Background: an optimization exercise with open tools, aiming at small area, a short achievable clock period and few clock cycles. Do not read the settings as production practice.
Function was checked by simulation only, so behaviour that the tests miss may differ from the original.
Power is estimated from default activity; no workload was simulated.

===== flow/run.sh =====
#!/bin/bash
# synth_recipe.tcl (not shown) runs the flow's synth.tcl, then flattens the netlist and writes it again
# the make line also repeats each setting of config.mk as NAME=value (left out here)
make -C /OpenROAD-flow-scripts/flow DESIGN_CONFIG=/design/flow/config.mk WORK_HOME=/design/flow/orfs CLKGATE_MAP_FILE= SYNTH_SCRIPT=/design/flow/synth_recipe.tcl finish

===== flow/config.mk =====
export PLATFORM = sky130hd
export DESIGN_NAME = crack
export DESIGN_NICKNAME = crack
export VERILOG_FILES = /design/flow/design.v
export SDC_FILE = /design/flow/constraint.sdc
export NUM_CORES = 4
export LEC_CHECK = 0
export CAP_MARGIN = 20
export CELL_PAD_IN_SITES_DETAIL_PLACEMENT = 1
export CELL_PAD_IN_SITES_GLOBAL_PLACEMENT = 1
export CORE_MARGIN = 2
export CORE_UTILIZATION = 35
export PLACE_DENSITY = 0.6
export SETUP_SLACK_MARGIN = 5
export SLEW_MARGIN = 20
export SYNTH_HIERARCHICAL = 1

===== flow/constraint.sdc =====
create_clock -name core_clock -period 10.0 [get_ports {clk}]
set_input_delay 2.0000 -clock core_clock [delete_from_list [all_inputs] [get_ports {clk}]]
set_output_delay 2.0000 -clock core_clock [all_outputs]
set_load 0.01 [all_outputs]

===== flow/design.v =====
module crack(input logic clk, input logic rst_n,
             input logic en, output logic rdy,
             output logic [23:0] key, output logic key_valid,
             output logic [7:0] ct_addr, input logic [7:0] ct_rddata,
             input logic flag);
    function automatic logic [7:0] ff(input logic [7:0] v);
        ff = v ^ (v[1] ? 8'hFD : 8'h00);
    endfunction
    function automatic logic [7:0] add2(input logic [7:0] a, input logic [7:0] b);
        logic [7:0] p, g, p1, g1, p2, g2, g3;
        p = a ^ b;
        g = a & b;
        for (int k = 0; k < 8; k++) begin
            g1[k] = (k >= 1) ? (g[k] | (p[k] & g[k-1])) : g[k];
            p1[k] = (k >= 1) ? (p[k] & p[k-1]) : p[k];
        end
        for (int k = 0; k < 8; k++) begin
            g2[k] = (k >= 2) ? (g1[k] | (p1[k] & g1[k-2])) : g1[k];
            p2[k] = (k >= 2) ? (p1[k] & p1[k-2]) : p1[k];
        end
        for (int k = 0; k < 8; k++)
            g3[k] = (k >= 4) ? (g2[k] | (p2[k] & g2[k-4])) : g2[k];
        add2 = p ^ {g3[6:0], 1'b0};
    endfunction
    function automatic logic [7:0] add3(input logic [7:0] a, input logic [7:0] b,
                                        input logic [7:0] c);
        logic [7:0] s, cy;
        s  = a ^ b ^ c;
        cy = (a & b) | (a & c) | (b & c);
        add3 = add2(s, {cy[6:0], 1'b0});
    endfunction
    function automatic logic eq2(input logic [7:0] a, input logic [7:0] b,
                                 input logic [7:0] k);
        logic [7:0] cy;
        cy = (a & b) | ((a | b) & ~k);
        eq2 = ((a ^ b ^ k) == {cy[6:0], 1'b0});
    endfunction
    function automatic logic eq3(input logic [7:0] a, input logic [7:0] b,
                                 input logic [7:0] c, input logic [7:0] k);
        logic [7:0] s, cy;
        s  = a ^ b ^ c;
        cy = (a & b) | (a & c) | (b & c);
        eq3 = eq2(s, {cy[6:0], 1'b0}, k);
    endfunction
    localparam logic [2:0] S_IDLE = 3'd0, S_KSA = 3'd2,
                           S_E = 3'd3, S_O = 3'd4, S_TR = 3'd5, S_CHK = 3'd6,
                           S_DONE = 3'd7;
    logic [2:0]  st;
    logic [23:0] kt;           
    logic [7:0]  ka, kb, kc;   
    logic [6:0]  cnt;          
    logic [7:0]  jk;           
    logic [7:0]  jkk;          
    logic [7:0]  sc, sca;      
    logic [7:0]  ad1, ad2;     
    logic [7:0]  va, vb;       
    logic [7:0]  wb1;          
    logic        fe12, fe20;   
    logic        f2, f3;       
    logic [7:0]  fv2, fv3;     
    logic [7:0]  jl;           
    logic        m1;           
    logic [7:0]  si;           
    logic [7:0]  si1;          
    logic [7:0]  sj;           
    logic [7:0]  pf;           
    logic        tv;           
    logic [7:0]  ksf, ctr;     
    logic        pv;           
    logic [7:0]  off;          
    logic [7:0]  n;            
    logic [7:0]  len;          
    logic        lok;          
    logic        first;        
    wire init;                 
    wire ksa  = (st == S_KSA);
    wire pe   = (st == S_E) || (st == S_TR);
    wire po   = (st == S_O);
    wire [7:0] V2 = ff(q[23:16] ^ ff(8'd0));
    wire [7:0] V3 = ff(q[31:24] ^ ff(8'd1));
    wire [7:0] A = f2 ? fv2 : V2;
    wire [7:0] B = f3 ? fv3 : V3;
    wire [7:0] fA = ff(A);
    wire [7:0] fB = ff(B);
    wire [7:0] j1r = add2(jk, A);
    wire [7:0] u1  = 8'd1 - jk;
    wire       e1  = (A == u1);                  
    wire [7:0] Bp  = e1 ? A : B;
    wire [7:0] j2a = add2(jkk, {A[6:0], 1'b0});
    wire [7:0] j2b = add3(jkk, A, B);
    wire [7:0] j2r = e1 ? j2a : j2b;
    wire [7:0] nkb = 8'd0 - kb;
    wire       e1b = (B == nkb);
    wire       e12 = e1 ? (A == nkb) : e1b;      
    wire       e20 = e1 ? eq2(jkk, {A[6:0], 1'b0}, 8'd0) : eq3(jkk, A, B, 8'd0);
    wire       e22 = e1 ? eq2(jkk, {A[6:0], 1'b0}, 8'd2) : eq3(jkk, A, B, 8'd2);
    wire       e23 = e1 ? eq2(jkk, {A[6:0], 1'b0}, 8'd3) : eq3(jkk, A, B, 8'd3);
    wire       e12a = eq2(jk, A, 8'd2);
    wire       e13a = eq2(jk, A, 8'd3);
    wire [7:0] xk  = add2(jkk, sc);
    wire [7:0] xkk = add2(jkk, sca);
    wire [7:0] jk_n  = e1 ? add2(xk,  {A[6:0], 1'b0}) : add3(xk,  A, B);
    wire [7:0] jkk_n = e1 ? add2(xkk, {A[6:0], 1'b0}) : add3(xkk, A, B);
    logic [15:0] h1, l1, h2, l2;
    always_comb begin
        for (int k = 0; k < 16; k++) begin
            h1[k] = (ad1[7:4] == k[3:0]);
            l1[k] = (ad1[3:0] == k[3:0]);
            h2[k] = (ad2[7:4] == k[3:0]);
            l2[k] = (ad2[3:0] == k[3:0]);
        end
    end
    wire [7:0] b1t = {8{!init}} & wb1;
    wire [7:0] b1f = {8{!init}} & ~wb1;
    wire [7:0] b2t = {8{ksa}} & vb;
    wire [7:0] b2f = {8{ksa}} & ~vb;
    logic [2047:0] q;          
    logic [31:0]   d0;         
    logic [7:0]    r1, r2;
    logic [7:0]    r1p [16];
    logic [7:0]    r2p [16];
    logic [15:0]   ov;
    genvar g;
    generate
        for (g = 0; g < 16; g++) begin : g_grp
            logic [31:0] dlo;
            sgrp #(.G(g)) u (
                .clk(clk), .init(init), .ksa(ksa),
                .h1(h1[g]), .h2(h2[g]), .h1n(h1[(g + 1) % 16]), .h2n(h2[(g + 1) % 16]),
                .l1(l1), .l2(l2),
                .b1t(b1t), .b1f(b1f), .b2t(b2t), .b2f(b2f),
                .qn(q[128 * ((g + 1) % 16) +: 16]),
                .ovr(ksa), .ov(ov),
                .q(q[128 * g +: 128]), .dlo(dlo),
                .r1p(r1p[g]), .r2p(r2p[g]));
            if (g == 0) begin : g_d0
                assign d0 = dlo;
            end
        end
    endgenerate
    always_comb begin
        r1 = 8'd0;
        r2 = 8'd0;
        for (int k = 0; k < 16; k++) begin
            r1 = r1 | r1p[k];
            r2 = r2 | r2p[k];
        end
    end
    wire [7:0] R2 = fe12 ? va : (fe20 ? r1 : r2);    
    wire [7:0] v254 = fe20 ? vb : r1;
    wire [7:0] v255 = R2;
    assign ov = {v255 ^ ff(8'd253), v254 ^ ff(8'd252)};
    wire [7:0] s1f = d0[15:8] ^ ff(8'd255);
    wire [7:0] s1  = ff(s1f);
    wire [7:0] s2f = d0[23:16] ^ ff(8'd0);
    wire [7:0] pt  = ff(ksf) ^ ctr;
    wire       ok  = lok && (pt >= 8'h20) && (pt <= 8'h7E);
    wire       cok = (ct_rddata >= 8'h20) && (ct_rddata <= 8'h7E);
    wire       fail = (po && pv && !ok) || (st == S_CHK && !ok);
    assign init = (st == S_IDLE) || fail;
    wire [7:0] s1n = m1 ? si : ff(pf);
    wire [23:0] kt2 = kt + 24'd2;
    always_ff @(posedge clk) begin
        off <= off + 8'd2;
        pv  <= 1'b0;
        if (!rst_n || !en) begin
            st    <= S_IDLE;
            kt    <= {23'd0, flag};
            ka    <= 8'd0;
            kb    <= 8'd0;
            kc    <= {7'd0, flag};
            sc    <= {7'd0, flag} - 8'd2;
            sca   <= {7'd0, flag} - 8'd2;
            jk    <= 8'd0;
            jkk   <= 8'd0;
            f2  <= 1'b1;
            f3  <= 1'b1;
            fv2 <= 8'd0;
            fv3 <= 8'd1;
            n     <= 8'd0;
            first <= 1'b1;
            ad1   <= j1r;
            ad2   <= j2r;
        end else begin
            ad1 <= j1r;
            ad2 <= j2r;
            if (pe || po || st == S_CHK) begin
                ka  <= kt2[23:16];
                kb  <= kt2[15:8];
                kc  <= kt2[7:0];
                sc  <= kt2[7:0] - 8'd2;
                sca <= kt2[7:0] + kt2[23:16] - 8'd2;
                jk  <= kt2[23:16];
                jkk <= kt2[23:16] + kt2[15:8];
                f2  <= 1'b1;
                f3  <= 1'b1;
                fv2 <= 8'd0;
                fv3 <= 8'd1;
            end
            case (st)
                S_IDLE: begin
                    st  <= S_KSA;
                    cnt <= 7'd0;
                    off <= 8'd0;
                    n   <= 8'd1;
                end
                S_KSA: begin
                    cnt <= cnt + 7'd1;
                    tv  <= 1'b0;
                    if (first) begin
                        len   <= ct_rddata;
                        lok   <= cok;
                        first <= 1'b0;
                    end
                    if (cnt == 7'd127) begin
                        st  <= S_E;
                        si  <= s1;
                        jl  <= s1;
                        m1  <= (s1 == 8'd2);
                        pf  <= s2f;
                        ad1 <= s1;
                        wb1 <= s1f;
                    end
                end
                S_E, S_TR: begin
                    sj  <= r1;
                    wb1 <= r1;
                    ksf <= r2;
                    ctr <= ct_rddata;
                    pv  <= tv;
                    si1 <= s1n;
                    jl  <= jl + s1n;
                    ad1 <= n - off - 8'd2;             
                    ad2 <= n - off;                    
                    st  <= (st == S_TR) ? S_CHK : S_O;
                end
                S_O: begin
                    pf  <= r2;
                    si  <= si1;
                    wb1 <= ff(si1);
                    tv  <= 1'b1;
                    ad1 <= jl - off - 8'd2;            
                    m1  <= (jl == n + 8'd2);
                    ad2 <= si + ff(sj) - off - 8'd2;   
                    if (n == len) begin
                        st <= S_TR;
                    end else begin
                        st <= S_E;
                        n  <= n + 8'd1;
                    end
                end
                S_CHK: st <= S_DONE;
                default: ;
            endcase
            if (fail) begin
                st  <= S_KSA;
                kt  <= kt2;
                cnt <= 7'd0;
                off <= 8'd0;
                n   <= 8'd1;
            end
            if (init || (ksa && cnt != 7'd127)) begin
                ka   <= kc;
                kb   <= ka;
                kc   <= kb;
                sc   <= kb - 8'd2;
                sca  <= kb + kc - 8'd2;
                jk   <= jk_n;
                jkk  <= jkk_n;
                ad1  <= j1r;
                ad2  <= j2r;
                va   <= fA;
                vb   <= e1 ? fA : fB;
                wb1  <= (!e1 && e1b) ? fB : fA;
                fe12 <= e12;
                fe20 <= e20;
                f2   <= e12a || e22;
                f3   <= e13a || e23;
                fv2  <= e22 ? Bp : A;
                fv3  <= e23 ? Bp : A;
            end
        end
    end
    assign rdy       = (st == S_DONE);
    assign key_valid = rdy;
    assign key       = kt;
    assign ct_addr   = n;
endmodule
module sgrp #(parameter int G = 0) (
    input  logic         clk,
    input  logic         init,
    input  logic         ksa,
    input  logic         h1, h2,       
    input  logic         h1n, h2n,     
    input  logic [15:0]  l1, l2,       
    input  logic [7:0]   b1t, b1f, b2t, b2f,
    input  logic [15:0]  qn,           
    input  logic         ovr,          
    input  logic [15:0]  ov,
    output logic [127:0] q,
    output logic [31:0]  dlo,          
    output logic [7:0]   r1p, r2p);
    function automatic logic [7:0] ff(input logic [7:0] v);
        ff = v ^ (v[1] ? 8'hFD : 8'h00);
    endfunction
    logic [17:0] w1, w2, hold;
    logic [143:0] qx;                  
    logic [127:0] d;
    assign qx = {qn, q};
    always_comb begin
        for (int e = 0; e < 18; e++) begin
            w1[e] = (e < 16 ? h1 : h1n) & l1[e % 16];
            w2[e] = (e < 16 ? h2 : h2n) & l2[e % 16];
            hold[e] = !(init | w1[e] | (w2[e] & ksa));
        end
    end
    always_comb begin
        r1p = 8'd0;
        r2p = 8'd0;
        for (int e = 0; e < 16; e++) begin
            r1p = r1p | ({8{w1[e]}} & (q[8*e +: 8] ^ ff(8'(16 * G + e - 2))));
            r2p = r2p | ({8{w2[e]}} & (q[8*e +: 8] ^ ff(8'(16 * G + e - 2))));
        end
    end
    genvar e, b;
    generate
        for (e = 0; e < 16; e++) begin : g_ent
            localparam int P = 16 * G + e;
            localparam logic [7:0] P0 = 8'(P - 2);
            localparam logic [7:0] P2 = 8'(P);
            localparam logic [7:0] PP = P0 ^ (P0[1] ? 8'hFD : 8'h00);
            localparam logic [7:0] PX = P2 ^ (P2[1] ? 8'hFD : 8'h00);
            logic [7:0] dn;
            for (b = 0; b < 8; b++) begin : g_bit
                if (PP[b] != PX[b]) begin : g_inv
                    assign dn[b] = ~((w1[e+2] & (PP[b] ? b1t[b] : b1f[b])) |
                                     (w2[e+2] & (PP[b] ? b2t[b] : b2f[b])) |
                                     (hold[e+2] & qx[8*(e+2) + b]));
                end else begin : g_buf
                    assign dn[b] =  ((w1[e+2] & (PP[b] ? b1f[b] : b1t[b])) |
                                     (w2[e+2] & (PP[b] ? b2f[b] : b2t[b])) |
                                     (hold[e+2] & qx[8*(e+2) + b]));
                end
            end
            if (G == 15 && e >= 14) begin : g_ov
                assign d[8*e +: 8] = ovr ? ov[8*(e-14) +: 8] : dn;
            end else begin : g_nov
                assign d[8*e +: 8] = dn;
            end
        end
    endgenerate
    assign dlo = d[31:0];
    always_ff @(posedge clk) q <= d;
endmodule

==> results of run 1 <==
[worst max path at each step]
stage	from	to	slack, ns	cells after the start
floorplan	ad2[2]$_DFF_P_	g_grp[15].u.q[120]$_DFF_P_	4.99	12
global placement	ad1[0]$_DFF_P_	wb1[6]$_DFFE_PP_	4.16	15
detailed placement	ad1[0]$_DFF_P_	wb1[6]$_DFFE_PP_	4.19	15
CTS	ad2[0]$_DFF_P_	g_grp[15].u.q[121]$_DFF_P_	5.02	14
global route	ksf[0]$_DFFE_PP_	pf[4]$_DFFE_PP_	4.96	11
finish	ad2[0]$_DFF_P_	g_grp[15].u.q[121]$_DFF_P_	4.79	12
[final cells by class]
cell class	instances	area [um2]	share of cell area
clock inverter	103	1330	0.00996
multi-input combinational	8152	65600	0.490
inverter	781	2950	0.0220
antenna	25	62.6	0.000467
sequential	2281	46800	0.350
clock buffer	388	8030	0.0599
timing repair buffer	373	3380	0.0253
tap	4578	5730	0.0428
[per-stage QoR]
stage,instances,cell area (um2),utilization
after global routing,16659,134000,0.387
after floorplan,12581,121000,-
after CTS,16648,134000,0.387
after global placement,16139,124000,0.358
after detailed placement,16141,124000,0.358
final,16681,134000,0.388
[per-layer routing]
metal | share of wire | GRT usage
met1 | 0.37 | 0.551
met2 | 0.42 | 0.635
met3 | 0.14 | 0.127
met4 | 0.077 | 0.290
met5 | 0.00018 | 0
[worst max-delay path: stages (launching register included)]
cell and delay [ns]:
dfxtp_1 0.62, nor4_4 0.11, buf_4 0.38, buf_4 0.48, nand2b_1 0.19, o2111ai_1 0.25
o31ai_1 0.55, o2111ai_1 0.50, nor4_4 0.67, nand4_1 0.53, mux2i_1 0.27, o21ai_0 0.12
a22o_1 0.27
[where the power goes]
| part | internal, W | leakage, nW | switching, W | total, W |
|---|---|---|---|---|
| clock | 0.00629 | 4.58 | 0.00447 | 0.0108 |
| combinational | 0.00343 | 23.7 | 0.00833 | 0.0118 |
| sequential | 0.0102 | 19.1 | 0.00171 | 0.0119 |
| total | 0.0199 | 47.3 | 0.0145 | 0.0344 |
[repair_timing]
item                                    4_1_cts  5_1_grt
pin swaps                                    13       10
endpoints found under the setup margin       72       40
gates resized for setup                      44       37
cloned                                        2        1
setup buffers                                14        7
hold endpoints to repair                      0        0
[placed cells by master (no fill, tap or decap), drive strengths merged, types with 73 or more instances in the layout]
cell type and instances:
dfxtp 2164, a222oi 2036, nand2 1140, inv 794
a22oi 649, nand2b 572, and2 543, o2111ai 422
a211oi 408, clkbuf 388, nor2 331, buf 328
o221ai 309, o31ai 260, xnor2 207, ha 156
o22ai 137, a21oi 132, o211ai 120, edfxtp 117
nand3 90, xor2 83, o21ai 79, nor4 73
==> results by group, run 1 <==
STA
  – Fmax: 192 MHz
  – Hold Vio Cnt, Final: 0
  – Slew HR: 0.0520
  – Post-layout min period: 5.21 ns
  – Slew @ Worst Pin: approximately 1.4 ns
  – Fin Clk Skew: 0.0658 ns
  – Setup TNS Final: 0 ns
  – # setup viols final: 0
  – Tcrit/Tclk final: 0.521
  – Hold slack final: 0.447 ns
  – Slew Limit Fails: 0
  – RSZ-0062 raised after global routing: true
  – Fin worst setup slack: about 4.8 ns

Setup path
  – Setup crit end kind: register
  – Worst R2R Start: ad2[0]$_DFF_P_
  – Worst EP arrival: between 6 and 7 ns
  – R2R Path End: g_grp[15].u.q[121]$_DFF_P_
  – CP Class: register to register
  – Reg2Reg Depth: 12
  – Crit path launch type: register
  – Crit path required time: between 10 and 15 ns
  – Max FO, Critical Path: 37
  – Reg-to-reg setup timing slack: between 4 and 5 ns

Cells and area
  – Max reg flops: 2,048
  – Final net count: 12,079
  – Area delta synth->final: 10.4%
  – Layout cells sized above 1: 0.105
  – Fillers: 38,061
  – Largest regs: g_grp.u.q (2048), kt (24)
  – Largest Register: g_grp.u.q

Routing
  – # DRC: 0
  – ANT nets after route: 0
  – Per-cell routed wire length: 47.9 um
  – Final WL: 799 mm
  – Via count: 131,716
  – Vias per std cell: 7.90
  – Pre-antenna DRT Iters: 17
  – DR iter-0 viols: 31,247

Clock network
  – CTS tree: built
  – Htree depth: 5
  – Later-pin clock latency in the skew report: 0.98 ns
  – CTS Buf Count: approximately 280
  – CTS sink cnt: 2,281
  – Max clock buf depth: 4
  – Cts hold-fix bufs: 0
  – CTS clock-pin slew for the worst setup and hold paths: 0.06 ns
  – Clock Root Buffer: clkbuf_16

Logic synthesis
  – Synth Area per Inst: slightly below 10 um2
  – Warnings, synthesis: 25
  – Cells after Synth: 12,580
  – Mapped Area: 0.121 mm2

Flow run
  – Maximum capacitance violations: 0

Placement
  – Placer Congestion: 1.04
  – Port bufs: between 40 and 50
  – Dpl ws: 4.19 ns
  – Detailed placement HPWL: slightly above 500 mm

Die
  – Die Wd: between 500 and 600 um
  – DIE AREA: 0.352 mm2
  – Initial Util: 0.351
  – IO Pins: 46
  – Core area: 0.346 mm2
  – Std cell rows: 216
  – Die height: 593 um

Min path
  – Hold Crit Depth: 2
  – Worst hold start: first$_SDFFE_PP1P_
  – WHS Endpoint: first$_SDFFE_PP1P_
  – Worst hold path class: register to register

Power and ir drop
  – Leak pwr: 47.3 nW
  – Total power: 0.0344 W
  – Peak supply drop: 0.219 mV
  – Cell Pwr Density: 257 mW/mm2

Global route
  – Total grt overflow: 0
  – Vias in the first global route: 128,396
  – First-pass GRT wire length: 1080 mm
  – GRT Total Usage: 0.434
  – Initial antenna violation count: 47
  – Largest net degree at the start of global routing: 98

Run status
  – Outcome: finished clean
Testbench counts, summed over its fixed seeds: cycles 18,406.
==> run 2: changes to the inputs <==
--- a/flow/config.mk
+++ b/flow/config.mk
@@ -10,6 +10,6 @@
 export CELL_PAD_IN_SITES_GLOBAL_PLACEMENT = 1
 export CORE_MARGIN = 2
-export CORE_UTILIZATION = 35
-export PLACE_DENSITY = 0.6
+export CORE_UTILIZATION = 30
+export PLACE_DENSITY = 0.45
 export SETUP_SLACK_MARGIN = 5
 export SLEW_MARGIN = 20
==> run 2 against run 1 <==
- still clean on timing, DRC and antenna
- via count shrank 2.5%
- first-iteration DRC count shrank 11%
- utilization shrank 4.9 points
- count of clock-buffer cells in the layout grew 25
- combinational power is essentially flat
- hold slack gained 0.0039 ns
- critical path depth grew 2
- clock skew shrank 0.0040 ns
- clock power grew 8%
- critical endpoint is now wb1[1]$_DFFE_PP_
==> results by group, run 2 <==
Setup path
  – Worst path cell trace: nand2_1, nor3_4, buf_4, buf_4, inv_1, o221ai_1, o31ai_2, o2111ai_1, nor4_4, nand4_1, buf_4, a221o_1, nand2_1, o21ai_0
  – Critical Path Start: ad1[2]$_DFF_P_
  – Most used cell, CP: buf_4
  – CP Class: register to register
  – Crit-path max cell delay: ~0.9 ns
  – Stages on the worst setup path: 14
  – Crit path launch type: register
  – Worst EP arrival: 5.78 ns
  – Crit path max-delay family: simple AND/OR/NAND/NOR gates
  – Worst R2R Start: ad1[2]$_DFF_P_
  – Buf/Inv on CP: 4
  – Reg2Reg Depth: 14
  – Crit path required time: approximately 11 ns
  – Setup crit end kind: register
  – Slowest-stage cell, CP: nor4_4
  – Max FO, Critical Path: 15

Die
  – Initial Util: 0.301
  – Core area: just over 0.4 mm2
  – Std cell rows: 233
  – DIE AREA: 0.410 mm2
  – Die Wd: between 600 and 700 um
  – Die height: 640 um
  – IO Pins: 46

STA
  – Hold slack final: 0.450 ns
  – Slew HR: 0.186
  – Tcrit/Tclk final: 0.512
  – Slew @ Worst Pin: 1.22 ns
  – Setup TNS Final: 0 ns
  – Hold Vio Cnt, Final: 0
  – Fin worst setup slack: 4.88 ns
  – Fin Clk Skew: 0.0618 ns
  – Post-layout min period: just over 5 ns
  – Slew Limit Fails: 0
  – # setup viols final: 0
  – RSZ-0062 raised after global routing: true
  – Fmax: 195 MHz

Cells and area
  – Max reg flops: 2,048
  – Area delta synth->final: 12.3%
  – Largest Register: g_grp.u.q
  – Leading cell type in the layout, fill and taps excluded: dfxtp_1
  – Most frequent cells in the layout: dfxtp_1 (2,160), a222oi_1 (2,036), nand2_1 (1,138), inv_1 (773), a22oi_1 (649)
  – Fillers: 44,783
  – Layout cells sized above 1: 0.108
  – Largest regs: g_grp.u.q (2048), kt (24)
  – Final net count: 12,107

Global route
  – GRT Total Usage: 0.395
  – First-pass GRT wire length: 1130 mm
  – Vias in the first global route: approximately 130k
  – Largest net degree at the start of global routing: 98
  – Total grt overflow: 0
  – Initial antenna violation count: 62

Flow run
  – Maximum capacitance violations: 0

Logic synthesis
  – Synth Area per Inst: 9.65 um2
  – Mapped Area: around 0.12 mm2
  – Warnings, synthesis: 25
  – Cells after Synth: ~13,000

Clock network
  – CTS Buf Count: about 290
  – Cts hold-fix bufs: 0
  – Clock Root Buffer: clkbuf_16
  – CTS tree: built
  – CTS clock-pin slew for the worst setup and hold paths: about 0.060 ns
  – Max clock buf depth: 4
  – CTS sink cnt: 2,281
  – Later-pin clock latency in the skew report: 0.99 ns
  – Htree depth: 5

Run status
  – Outcome: finished clean

Routing
  – Via count: 128,486
  – Pre-antenna DRT Iters: 14
  – Per-cell routed wire length: between 40 and 50 um
  – Final WL: 848 mm
  – DR iter-0 viols: 27,741
  – # DRC: 0
  – Vias per std cell: 7.31
  – ANT nets after route: 0

Placement
  – Placer Congestion: around 0.98
  – Detailed placement HPWL: about 560 mm
  – Dpl ws: 4.30 ns
  – Port bufs: 45

Power and ir drop
  – Leak pwr: 48.0 nW
  – Peak supply drop: 0.241 mV
  – Cell Pwr Density: roughly 260 mW/mm2

Min path
  – Worst hold path class: register to register
  – Hold Crit Depth: 2
  – Worst hold start: first$_SDFFE_PP1P_
-- run 2: routing by layer --
metal | GRT usage | wire, um | vias to the layer above
li1 | - | - | 49455
met1 | 0.499 | 328000 | 66206
met2 | 0.608 | 368000 | 10178
met3 | 0.0922 | 90600 | 2627
met4 | 0.243 | 60900 | 20
met5 | 0 | 127 | -
-- run 2: metrics by stage --
| step | instance area (um2) | instances | power, W | util |
|---|---|---|---|---|
| final | 136000 | 17565 | 0.0357 | 0.338 |
| after CTS | 136000 | 17528 | 0.0351 | 0.338 |
| after floorplan | 121000 | 12581 | 0.0171 | - |
| after global placement | 125000 | 16972 | 0.0231 | 0.310 |
| after detailed placement | 125000 | 16983 | 0.0232 | 0.311 |
| after global routing | 136000 | 17531 | 0.0363 | 0.338 |
-- run 2: where the power goes --
part	internal, W	switching (W)	total [W]
registers	0.0102	0.00176	0.0119
clock network	0.00701	0.00469	0.0117
logic	0.00355	0.00849	0.0120
-- run 2: worst reg2reg max path, delay by kind of cell, from the launching register on --
kind	cells	cell delay [ns]
AO/OA/AOI/OAI	5	1.52
buffers and inverters	4	1.13
flip-flops	1	0.44
AND/OR/NAND/NOR	5	1.73
-- run 2: final timing paths --
path                                            to  slack [ns]
worst max register to register    wb1[1]$_DFFE_PP_        4.88
worst min-delay path            first$_SDFFE_PP1P_        0.45
worst max-delay path              wb1[1]$_DFFE_PP_        4.88
worst min register to register  first$_SDFFE_PP1P_        0.45
-- run 2: area by class of cell --
type                            count  area [um2]  area share
Antenna cell                       35        87.6    0.000643
Clock buffer                      413        8740      0.0642
Clock inverter                    111        1600      0.0117
Inverter                          781        2960      0.0217
Multi-Input combinational cell   8149       65700       0.482
Sequential cell                  2281       46800       0.344
Tap cell                         5405        6760      0.0496
Timing Repair Buffer              390        3610      0.0265
-- run 2: timing repair --
item / in CTS / in global routing
setup buffers: 21 / 2
gates cloned: 0 / 0
setup endpoints to repair: 162 / 24
gates resized for setup: 28 / 30
pin swaps: 23 / 9

## what the ideal ports hide
How much do the figures lean on ideal ports? The routed layouts below were timed once more, with nothing changed but the port constraints.
Step 1: set_driving_cell puts a clkbuf_16 on clk and a buf_2 on each other input, an assumption about the parent block.
Step 2, shift: input delay + t, output delay - t, t = (earliest + latest rising clock arrival at the registers) / 2. This alone moves slack from input paths to output paths.
a / b / c = ideal ports / drivers / drivers and shift; a / b = the first two.
run	t (ns)	setup WS [ns]	clock arrival spread, ns
run 1	1.066	4.792 / 4.792 / 4.688	0.067 / 0.067
run 2	1.066	4.879 / 4.879 / 4.819	0.069 / 0.069
After both steps every run listed still meets setup and hold. For run 1, which loses most, drivers alone change the setup slack by 0.000 ns; drivers and shift together by -0.104 ns.
